What follows belongs to an exercise in optimizing a design on an open flow for small area, a short achievable clock period and few clock cycles per item; a production flow would make more cautious choices.
No functional check of the RTL was part of any run shown here.
No activity file was given, so power comes from the tool's default toggle rates.

$ cat flow/config.mk
export PLATFORM = sky130hd
export DESIGN_NAME = restoringDividerFinal
export DESIGN_NICKNAME = restoringDividerFinal
export VERILOG_FILES = /design/flow/design.v
export SDC_FILE = /design/flow/constraint.sdc
export NUM_CORES = 4
export LEC_CHECK = 0
export CAP_MARGIN = 20
export CORE_MARGIN = 2
export CORE_UTILIZATION = 60
export SETUP_SLACK_MARGIN = 1.8
export SLEW_MARGIN = 20
$ cat flow/constraint.sdc
create_clock -name core_clock -period 4.0 [get_ports {clk}]
set_input_delay 0.8000 -clock core_clock [delete_from_list [all_inputs] [get_ports {clk}]]
set_output_delay 0.8000 -clock core_clock [all_outputs]
set_load 0.01 [all_outputs]
$ cat flow/standard.sh
#!/bin/bash
# synth_recipe.tcl (not shown) runs the flow's synth.tcl, then flattens the netlist and writes it again
# the make line also repeats each setting of config.mk as NAME=value (left out here)
make -C /OpenROAD-flow-scripts/flow DESIGN_CONFIG=/design/flow/config.mk WORK_HOME=/design/flow/orfs CLKGATE_MAP_FILE= SYNTH_SCRIPT=/design/flow/synth_recipe.tcl "${@:-finish}"
$ cat flow/flow/run.sh
#!/bin/bash
# The standard ORFS flow (standard.sh) with two changes:
#  - synthesis does not extract full/half adder cells (ABC maps that logic)
#  - port buffers are buf_1 cells (the resizer upsizes those that timing needs)
# make's full output goes to flow.log; ORFS keeps each step's log under orfs/logs.
bash standard.sh ADDER_MAP_FILE= "BUFFER_PORTS_ARGS=-buffer_cell sky130_fd_sc_hd__buf_1" finish > flow.log 2>&1
$ cat flow/design.v
`timescale 1ns / 1ps
module restoringDividerFinal (
    input  logic        clk,
    input  logic        rst,
    input  logic        start,
    input  logic        toggle,
    input  logic        push,
    input  logic [15:0] user_input,
    output logic        valid,
    output logic [6:0]  seg,
    output logic [7:0]  an,
    output logic [15:0] quotient,
    output logic [15:0] remainder
);
    function automatic logic [3:0] msb_pos(input logic [15:0] v);
        logic [7:0] v8;
        logic [3:0] v4;
        logic [1:0] v2;
        msb_pos[3] = |v[15:8];
        v8 = msb_pos[3] ? v[15:8] : v[7:0];
        msb_pos[2] = |v8[7:4];
        v4 = msb_pos[2] ? v8[7:4] : v8[3:0];
        msb_pos[1] = |v4[3:2];
        v2 = msb_pos[1] ? v4[3:2] : v4[1:0];
        msb_pos[0] = v2[1];
    endfunction
    logic [15:0] divisor, dividend;
    logic [3:0]  m;                 
    logic        zero_q;            
    logic [3:0]  in_pos, pa, pb;    
    logic [4:0]  m_new_a;           
    logic [4:0]  m_new_b;           
    assign in_pos = msb_pos(user_input);
    assign pa     = msb_pos(dividend);
    assign pb     = msb_pos(divisor);
    always_comb begin
        m_new_a = {1'b0, in_pos} - {1'b0, pb};
        m_new_b = {1'b0, pa} - {1'b0, in_pos};
    end
    always_ff @(posedge clk or posedge rst) begin
        if (rst) begin
            divisor  <= 16'd0;
            dividend <= 16'd0;
            m        <= 4'd0;
            zero_q   <= 1'b1;
        end else if (push) begin
            if (toggle) begin
                divisor <= user_input;
                m       <= m_new_b[3:0];
                zero_q  <= m_new_b[4] || (user_input == 16'd0);
            end else begin
                dividend <= user_input;
                m        <= m_new_a[3:0];
                zero_q   <= m_new_a[4] || (divisor == 16'd0);
            end
        end
    end
    logic [15:0] rem_reg;           
    logic [15:0] quo_reg;           
    logic        abit;              
    logic [3:0]  count;             
    logic        busy;
    logic [15:0] shr;               
    dv_shr u_shr (.a(dividend), .m(m), .y(shr));
    logic [15:0] keep;              
    logic        qsel;              
    logic [15:0] rem_next;
    logic [3:0]  next_index;
    always_comb begin
        for (int i = 0; i < 16; i++)
            keep[i] = (busy || zero_q) ? (busy ? (i == 0 ? abit : rem_reg[i-1]) : dividend[i])
                                       : shr[i];
        next_index = busy ? count - 4'd1 : m;
    end
    dv_step u_step (
        .r(rem_reg), .abit(abit), .b(divisor), .busy(busy), .keep(keep),
        .qsel(qsel), .r_next(rem_next)
    );
    always_ff @(posedge clk) begin
        rem_reg <= rem_next;
        quo_reg <= {quo_reg[14:0] & {15{busy}}, qsel};
        count   <= busy ? count - 4'd1 : m;
        abit    <= dividend[next_index];
    end
    always_ff @(posedge clk or posedge rst) begin
        if (rst) begin
            busy  <= 1'b0;
            valid <= 1'b0;
        end else if (busy) begin
            busy  <= (count != 4'd0);
            valid <= (count == 4'd0);
        end else begin
            busy  <= start && !zero_q;
            valid <= start && zero_q;
        end
    end
    assign remainder = rem_reg;
    assign quotient  = quo_reg;
    logic [31:0] shown;                 
    logic [3:0]  div_count;             
    logic        phase;
    logic        scan_tick;             
    logic [7:0]  an_next;
    logic [3:0]  digit_next;
    logic [6:0]  seg_next;
    always_comb begin
        logic [3:0] new_digit, old_digit;
        an_next   = scan_tick ? {an[6:0], an[7]} : an;
        new_digit = 4'd0;
        old_digit = 4'd0;
        for (int i = 0; i < 4; i++) begin
            new_digit = new_digit | (remainder[i*4 +: 4] & {4{~an_next[i]}})
                                  | (quotient[i*4 +: 4]  & {4{~an_next[i+4]}});
            old_digit = old_digit | (shown[i*4 +: 4]      & {4{~an_next[i]}})
                                  | (shown[i*4+16 +: 4]   & {4{~an_next[i+4]}});
        end
        digit_next = valid ? new_digit : old_digit;
        case (digit_next)
            4'h0: seg_next = 7'b1000000;
            4'h1: seg_next = 7'b1111001;
            4'h2: seg_next = 7'b0100100;
            4'h3: seg_next = 7'b0110000;
            4'h4: seg_next = 7'b0011001;
            4'h5: seg_next = 7'b0010010;
            4'h6: seg_next = 7'b0000010;
            4'h7: seg_next = 7'b1111000;
            4'h8: seg_next = 7'b0000000;
            4'h9: seg_next = 7'b0011000;
            4'hA: seg_next = 7'b0001000;
            4'hB: seg_next = 7'b0000011;
            4'hC: seg_next = 7'b1000110;
            4'hD: seg_next = 7'b0100001;
            4'hE: seg_next = 7'b0000110;
            default: seg_next = 7'b0001110;
        endcase
    end
    always_ff @(posedge clk or posedge rst) begin
        if (rst) begin
            shown     <= 32'd0;
            div_count <= 4'd0;
            phase     <= 1'b0;
            scan_tick <= 1'b0;
            an        <= 8'b11111110;
            seg       <= 7'b1000000;
        end else begin
            if (valid) shown <= {quotient, remainder};
            if (div_count == 4'd10) begin
                div_count <= 4'd0;
                phase     <= ~phase;
            end else begin
                div_count <= div_count + 4'd1;
            end
            scan_tick <= (div_count == 4'd9) && !phase;
            an  <= an_next;
            seg <= seg_next;
        end
    end
endmodule
module dv_shr (
    input  logic [15:0] a,
    input  logic [3:0]  m,
    output logic [15:0] y
);
    logic [15:0] s1;
    always_comb begin
        case (m[1:0])
            2'd0: s1 = {1'b0, a[15:1]};
            2'd1: s1 = {2'b0, a[15:2]};
            2'd2: s1 = {3'b0, a[15:3]};
            default: s1 = {4'b0, a[15:4]};
        endcase
        case (m[3:2])
            2'd0: y = s1;
            2'd1: y = {4'b0, s1[15:4]};
            2'd2: y = {8'b0, s1[15:8]};
            default: y = {12'b0, s1[15:12]};
        endcase
    end
endmodule
module dv_step (
    input  logic [15:0] r,
    input  logic        abit,
    input  logic [15:0] b,
    input  logic        busy,
    input  logic [15:0] keep,
    output logic        qsel,
    output logic [15:0] r_next
);
    logic [16:0] x, y;
    assign x = {r, abit};
    assign y = {1'b0, b};
    logic [16:0] g0, t0;
    logic [16:0] g1n, t1n;
    logic [16:0] g2, t2;
    logic [16:0] g3n, t3n;
    logic [16:0] g4, t4;
    genvar i;
    generate
        for (i = 0; i < 17; i++) begin : l0
            dv_pg c (.x(x[i]), .y(y[i]), .g(g0[i]), .t(t0[i]));
        end
        for (i = 0; i < 17; i++) begin : l1
            if (i < 1) begin : p
                dv_inv c (.a(g0[i]), .y(g1n[i]));
                assign t1n[i] = 1'b1;
            end else begin : c
                dv_pre_p c (.gh(g0[i]), .th(t0[i]), .gl(g0[i-1]), .tl(t0[i-1]), .gn(g1n[i]), .tn(t1n[i]));
            end
        end
        for (i = 0; i < 17; i++) begin : l2
            if (i < 2) begin : p
                dv_inv c (.a(g1n[i]), .y(g2[i]));
                assign t2[i] = 1'b0;
            end else begin : c
                dv_pre_n c (.gnh(g1n[i]), .tnh(t1n[i]), .gnl(g1n[i-2]), .tnl(t1n[i-2]), .g(g2[i]), .t(t2[i]));
            end
        end
        for (i = 0; i < 17; i++) begin : l3
            if (i < 4) begin : p
                dv_inv c (.a(g2[i]), .y(g3n[i]));
                assign t3n[i] = 1'b1;
            end else begin : c
                dv_pre_p c (.gh(g2[i]), .th(t2[i]), .gl(g2[i-4]), .tl(t2[i-4]), .gn(g3n[i]), .tn(t3n[i]));
            end
        end
        for (i = 0; i < 17; i++) begin : l4
            if (i < 8) begin : p
                dv_inv c (.a(g3n[i]), .y(g4[i]));
                assign t4[i] = 1'b0;
            end else begin : c
                dv_pre_n c (.gnh(g3n[i]), .tnh(t3n[i]), .gnl(g3n[i-8]), .tnl(t3n[i-8]), .g(g4[i]), .t(t4[i]));
            end
        end
    endgenerate
    dv_sel u_sel (.g16(g4[16]), .t16(t4[16]), .g0(g4[0]), .busy(busy), .qsel(qsel));
    generate
        for (i = 0; i < 16; i++) begin : rb
            if (i == 0) begin : z
                dv_rbit c (.t(t0[i]), .bin(1'b0), .sel(qsel), .keep(keep[i]), .o(r_next[i]));
            end else begin : n
                dv_rbit c (.t(t0[i]), .bin(g4[i-1]), .sel(qsel), .keep(keep[i]), .o(r_next[i]));
            end
        end
    endgenerate
endmodule
module dv_pg (input logic x, y, output logic g, t);
    assign g = ~x & y;
    assign t = ~(x ^ y);
endmodule
module dv_inv (input logic a, output logic y);
    assign y = ~a;
endmodule
module dv_pre_p (input logic gh, th, gl, tl, output logic gn, tn);
    assign gn = ~(gh | (th & gl));
    assign tn = ~(th & tl);
endmodule
module dv_pre_n (input logic gnh, tnh, gnl, tnl, output logic g, t);
    assign g = ~(gnh & (tnh | gnl));
    assign t = ~(tnh | tnl);
endmodule
module dv_sel (input logic g16, t16, g0, busy, output logic qsel);
    assign qsel = busy & ~(g16 | (t16 & g0));
endmodule
module dv_rbit (input logic t, bin, sel, keep, output logic o);
    assign o = sel ? ~(t ^ bin) : keep;
endmodule
==> flow_metrics.tcl, run 1 <==
set metrics [dict create \
    path_max_fanout 5 \
    yosysSeqAreaShare_pct 40.4 \
    critical_path_class "register to register" \
    grt_pass1_wl_um 36000 \
    synth.area.top_cells "dfrtp_1 (27%), mux2_2 (11%), dfxtp_1 (9.8%), xnor2_1 (3.9%), a21oi_1 (3.9%)" \
    clock_latency_ns 0.43 \
    track_usage_pct 35.5 \
    gp_congestion 0.886 \
    synth_top_area_share_pct 27.5 \
    fmax_mhz 354 \
    start_util_pct 62.1 \
    io_pins 69 \
    path_clk_slew_ns 0.06 \
    postSynthCellCount 783 \
    grt_setup_unrepaired "yes" \
    grt_use_met1_pct 41.8 \
    power.density_nw_per_um2 769 \
    p_leak_nw 3.89 \
    dp.cells 968 \
    cts_buffers 17 \
    first_iter_violations 903 \
    synth_edf_count 0 \
    ant_nets 0 \
    avgSynthCellArea_um2 9.65 \
    grt_antenna_before_repair 0 \
    rows 40 \
    drive_above_1_share_pct 35.0 \
    htreeDepth 4 \
    drt-total-wl_um 26100 \
    end_kind "register" \
    drt-pass1-iter-count 6 \
    hold_viol 0 \
    startpoint "divisor[0]$_DFFE_PP0P_" \
    finalNonFillerCells 1065 \
    critPathRequiredTime_ns 4.30 \
    fin_skew_ns 0.0103 \
    die-area_um2 13500 \
    ys_types 77 \
    busiest_layer "met2" \
    routedWlPerCell_um 24.5 \
    grt_pass1_vias 6660 \
    status "complete, no violations" \
    maxCapViolations 0 \
    nNetsFinal 905 \
    clockBufferDepth 2 \
    slew_viol_final 0 \
    layout_commonest_cell "mux2_2" \
    vdd_drop_max_v 0.000483 \
    fillers 771 \
    die_w_um 116 \
    synth_area_um2 7550 \
    largest_reg_flops 32 \
    syn2layout_area_growth_pct 27.4 \
    grt_max_degree 51 \
    viasPerCell 6.71 \
    die_y_um 116 \
    hold_path.class "register to register" \
    ys_warn_count 2 \
    finalCritPeriodShare_pct 70.6 \
    seq_area_um2 3080 \
    multi_input_area_um2 4720 \
    met2_usage_pct 60.2 \
    tightestPinTransition_ns 0.983 \
    finalSetupViolCount 0 \
    cts_tree "yes" \
    cts_sinks 129 \
    met3_usage_pct 8.15 \
    largest_register "shown" \
    finalSetupTns_ns 0 \
    layout_common_cells "mux2_2 (76), dfrtp_1 (70), buf_1 (61)" \
    dr_total_vias 7142 \
    antenna_cells 0 \
    synth-seq-cells 129 \
    timing.rr.start "divisor[0]$_DFFE_PP0P_" \
    synth_area_leader_cell "dfrtp_1" \
    min_period_ns 2.82 \
    cp-start-kind "register" \
    dp_hpwl_um 15400 \
    ys.flop_type "dfrtp_1" \
    port_buffers 68 \
    drc_errors 0 \
    grt_overflow_total 0 \
    slew_headroom_pct 34.3 \
    crit_arrival_ns 3.12 \
    hold_start "phase$_DFFE_PP0P_" \
    core-area_um2 12200 \
    synthArstFlopShare_pct 71.3 \
    cts_root_buf "clkbuf_16" \
]
synth_stat cells, types with 17 or more instances:
cell / n
a21oi_1: 59
and2_1: 17
buf_4: 17
clkbuf_1: 28
dfrtp_1: 83
dfxtp_1: 37
inv_1: 31
mux2_2: 76
mux2i_1: 29
nand2_1: 49
nor2_1: 61
nor2b_1: 19
o21ai_0: 24
xnor2_1: 34
worst paths after layout:
check	cells after the start	slack, ns	to
min	1	0.48	scan_tick$_DFF_PP0_
max	11	1.18	rem_reg[14]$_DFF_P_
max in group asynchronous	3	2.61	zero_q$_DFFE_PP1P_
min in group asynchronous	2	0.58	shown[22]$_DFFE_PP0P_
min reg2reg	1	0.48	scan_tick$_DFF_PP0_
max reg2reg	11	1.18	rem_reg[14]$_DFF_P_
worst max-delay path, cell delays in order (launching register included):
cell and delay (ns):
dfrtp_2 0.44, nor2b_4 0.15, a211oi_4 0.32, buf_6 0.16, o31ai_4 0.06, a31oi_2 0.22, o21a_1 0.21, maj3_2 0.32
a221oi_2 0.10, nor4b_2 0.33, xnor2_1 0.24, mux2i_1 0.13
kinds of logic after synthesis:
family	synth area share, %
AOI/OAI and AO/OA	18.1
xor gates and xnor gates	5.10
adders and majority gates	1.36
buffers and inverters	5.47
DFF	40.4
muxes	16.1
and+or+nand+nor	13.5
where the power goes:
group	internal (mW)	switching (mW)	total [mW]	leakage, nW
clock	0.920	0.639	1.56	0.281
sequential	1.70	0.670	2.37	1.40
combinational	1.63	1.84	3.47	2.21
area by class of cell:
type | count | share of cell area (%)
well taps | 168 | 2.18
multi-input cells | 567 | 49.0
clock inverters | 12 | 1.26
clock buffers | 20 | 4.86
flip-flops and latches | 129 | 32.0
inverters | 34 | 1.39
repair buffers | 135 | 9.36
per-stage QoR:
step	area, µm²	util, %	setup slack [ns]	power (mW)	hold WS (ns)
floorplan	7750	-	0.858	4.34	0.429
global placement	7970	65.5	0.524	4.91	0.454
detailed placement	7970	65.5	0.473	5.00	0.456
CTS	9150	75.2	1.10	6.87	0.459
global route	9630	79.2	1.09	7.72	0.501
finish	9630	79.2	1.18	7.40	0.479
layer usage:
layer / part of all wire (%) / vias up
li1: - / 3052
met2: 48 / 488
met4: 6.4 / 0
met1: 36 / 3461
met5: 0 / -
met3: 9.8 / 141
what timing repair did:
item	CTS	global route
buffers inserted	35	27
cloned	3	0
setup endpoints to repair	31	31
pin swaps	40	39
hold buffers	0	0
resized for setup	61	66
==> run 2: changes to the inputs <==
--- a/flow/config.mk
+++ b/flow/config.mk
@@ -11,2 +11,4 @@
 export SETUP_SLACK_MARGIN = 1.8
 export SLEW_MARGIN = 20
+export SYNTH_HIERARCHICAL = 1
+export SYNTH_MINIMUM_KEEP_SIZE = 0
==> flow_metrics.tcl, run 2 <==
set metrics [dict create \
    htreeDepth 4 \
    die_y_um 119 \
    synth_area_um2 7980 \
    cts_sinks 129 \
    drc_errors 0 \
    min_period_ns 2.88 \
    grt_antenna_before_repair 0 \
    maxCapViolations 0 \
    place_area_um2 8510 \
    grt_pass1_wl_um 37700 \
    stdcell_area_um2 10100 \
    port_buffers 68 \
    routedWlPerCell_um 21.5 \
    grt_setup_unrepaired "yes" \
    cts_root_buf "clkbuf_16" \
    ant_nets 0 \
    regToRegSetupSlack_ns 1.28 \
    die-area_um2 14200 \
    die_w_um 119 \
    start_util_pct 60.8 \
    track_usage_pct 34.3 \
    dp_hpwl_um 15800 \
    syn2layout_area_growth_pct 26.7 \
    core-area_um2 13100 \
    finalSetupViolCount 0 \
    fillers 893 \
    finalSetupTns_ns 0 \
    slew_headroom_pct 42.9 \
    rows 42 \
    finalCritPeriodShare_pct 72.0 \
    ys_warn_count 8 \
    gp_congestion 0.946 \
    timing.rr.start "dividend[8]$_DFFE_PP0P_" \
    fmax_mhz 347 \
    drt-pass1-iter-count 7 \
    slew_viol_final 0 \
    largest_reg_flops 32 \
    largest_register "shown" \
    rr_endpoint "zero_q$_DFFE_PP1P_" \
    crit_path_cell_trace "buf_8 -> or4_4 -> a311o_4 -> o211a_4 -> a211oi_2 -> o32ai_2 -> maj3_2 -> a211oi_2 -> or3_1 -> o211ai_2" \
    worstRegToRegCells 9 \
    avgSynthCellArea_um2 9.53 \
    first_iter_violations 661 \
    critPathMaxStageDelay_ns 0.53 \
    min_to "scan_tick$_DFF_PP0_" \
    critPathSlowestCell "or4_4" \
    critical_path_class "input port to register" \
    p_leak_nw 4.21 \
    cts_tree "yes" \
    grt_pass1_vias 7080 \
    io_pins 69 \
    end_kind "register" \
    drt-total-wl_um 24600 \
    fin_skew_ns 0.00707 \
    crit_top_cell "a211oi_2" \
    layout_common_cells "nand2_1 (121), dfrtp_1 (70), buf_1 (65)" \
    antenna_cells 0 \
    top_layer_used "met4" \
    hold_viol 0 \
    grt_overflow_total 0 \
    power_mw 7.87 \
    clockBufferDepth 2 \
    vdd_drop_max_v 0.000539 \
    grt_max_degree 93 \
    crit_arrival_ns 3.23 \
    dr_total_vias 7278 \
    layout_commonest_cell "nand2_1" \
    hold_path.class "register to register" \
    nNetsFinal 978 \
    startpoint "user_input[7]" \
    path_max_fanout 3 \
    status "complete, no violations" \
    power.density_nw_per_um2 778 \
    clock_latency_ns 0.43 \
    met1Wirelength_um 9060 \
    min_delay_path_depth 1 \
    cp-start-kind "input port" \
    cts_buffers 17 \
    viasPerCell 6.35 \
    drive_above_1_share_pct 35.5 \
    critPathRequiredTime_ns 4.35 \
    postSynthCellCount 838 \
    finalNonFillerCells 1146 \
    path_clk_slew_ns 0.06 \
    hold_start "phase$_DFFE_PP0P_" \
    tightestPinTransition_ns 0.854 \
    wl_met3_um 1950 \
    dp.cells 1064 \
    wl_met2_um 12500 \
]
-- run 2: how the worst max path moves through the flow --
stage	to	slack, ns
after detailed placement	zero_q$_DFFE_PP1P_	0.48
final	zero_q$_DFFE_PP1P_	1.12
after CTS	zero_q$_DFFE_PP1P_	1.08
after floorplan	zero_q$_DFFE_PP1P_	0.82
after global routing	zero_q$_DFFE_PP1P_	1.05
after global placement	zero_q$_DFFE_PP1P_	0.55
-- run 2: report_power, final --
group	internal [mW]	leakage [nW]	switching (mW)
logic	1.91	2.48	2.05
registers	1.69	1.42	0.598
clock network	0.974	0.305	0.635
total	4.58	4.21	3.29
-- run 2: final cells by class --
class	instances	area, µm²	share of cell area [%]
clock buffer	23	543	5.37
clock inverter	9	80.1	0.792
inverter	38	149	1.47
multi-input combinational	647	5230	51.7
sequential	129	3090	30.6
tap	176	220	2.18
timing repair buffer	124	806	7.97
-- run 2: layer usage --
metal,track usage (%),vias up
met5,0,-
met4,17.9,0
met3,6.23,102
met2,59.4,407
met1,40.6,3514
li1,-,3255
-- run 2: stage by stage --
| step | hold slack, ns | util (%) | worst slack [ns] |
|---|---|---|---|
| floorplan | 0.429 | - | 0.820 |
| global placement | 0.450 | 64.8 | 0.551 |
| detailed placement | 0.451 | 64.8 | 0.478 |
| CTS | 0.469 | 75.3 | 1.08 |
| global route | 0.484 | 77.0 | 1.05 |
| finish | 0.465 | 77.0 | 1.12 |
-- run 2: critical path, delay by kind of cell --
kind,cells,cell delay [ns]
AOI/OAI and AO/OA,6,1.29
adders and majority gates,1,0.37
buffers and inverters,1,0.10
and+or+nand+nor,2,0.67
-- run 2: repair_timing --
action	in CTS	in global routing
endpoints found under the setup margin	29	29
hold buffers	0	0
setup buffers	42	7
cloned	1	0
pin swaps	34	17
gates resized for setup	101	39

static timing again, ports no longer ideal:
In the flow no input, the clock included, has a driving cell. The finished layouts below were timed again as built, in two steps.
Step 1 assumes that a clkbuf_16 drives the clock port and a buf_2 every other input.
Step 2 adds t to the input delays and takes it off the output delays; t is the mean of the earliest and latest rising clock arrival at the registers after step 1. Input paths then give back, and output paths get back, about the clock's delay inside the block.
Three values: ideal, step 1, step 2; two values: the first two.
run | t (ns) | slack for setup (ns) | worst setup path after step 2
run 1 | 0.468 | 1.177 / 1.177 / 0.727 | input to register
run 2 | 0.464 | 1.122 / 1.125 / 0.661 | input to register
After both steps every run listed still meets setup and hold. For run 2, which loses most, drivers alone change the setup slack by +0.003 ns; drivers and shift together by -0.461 ns.
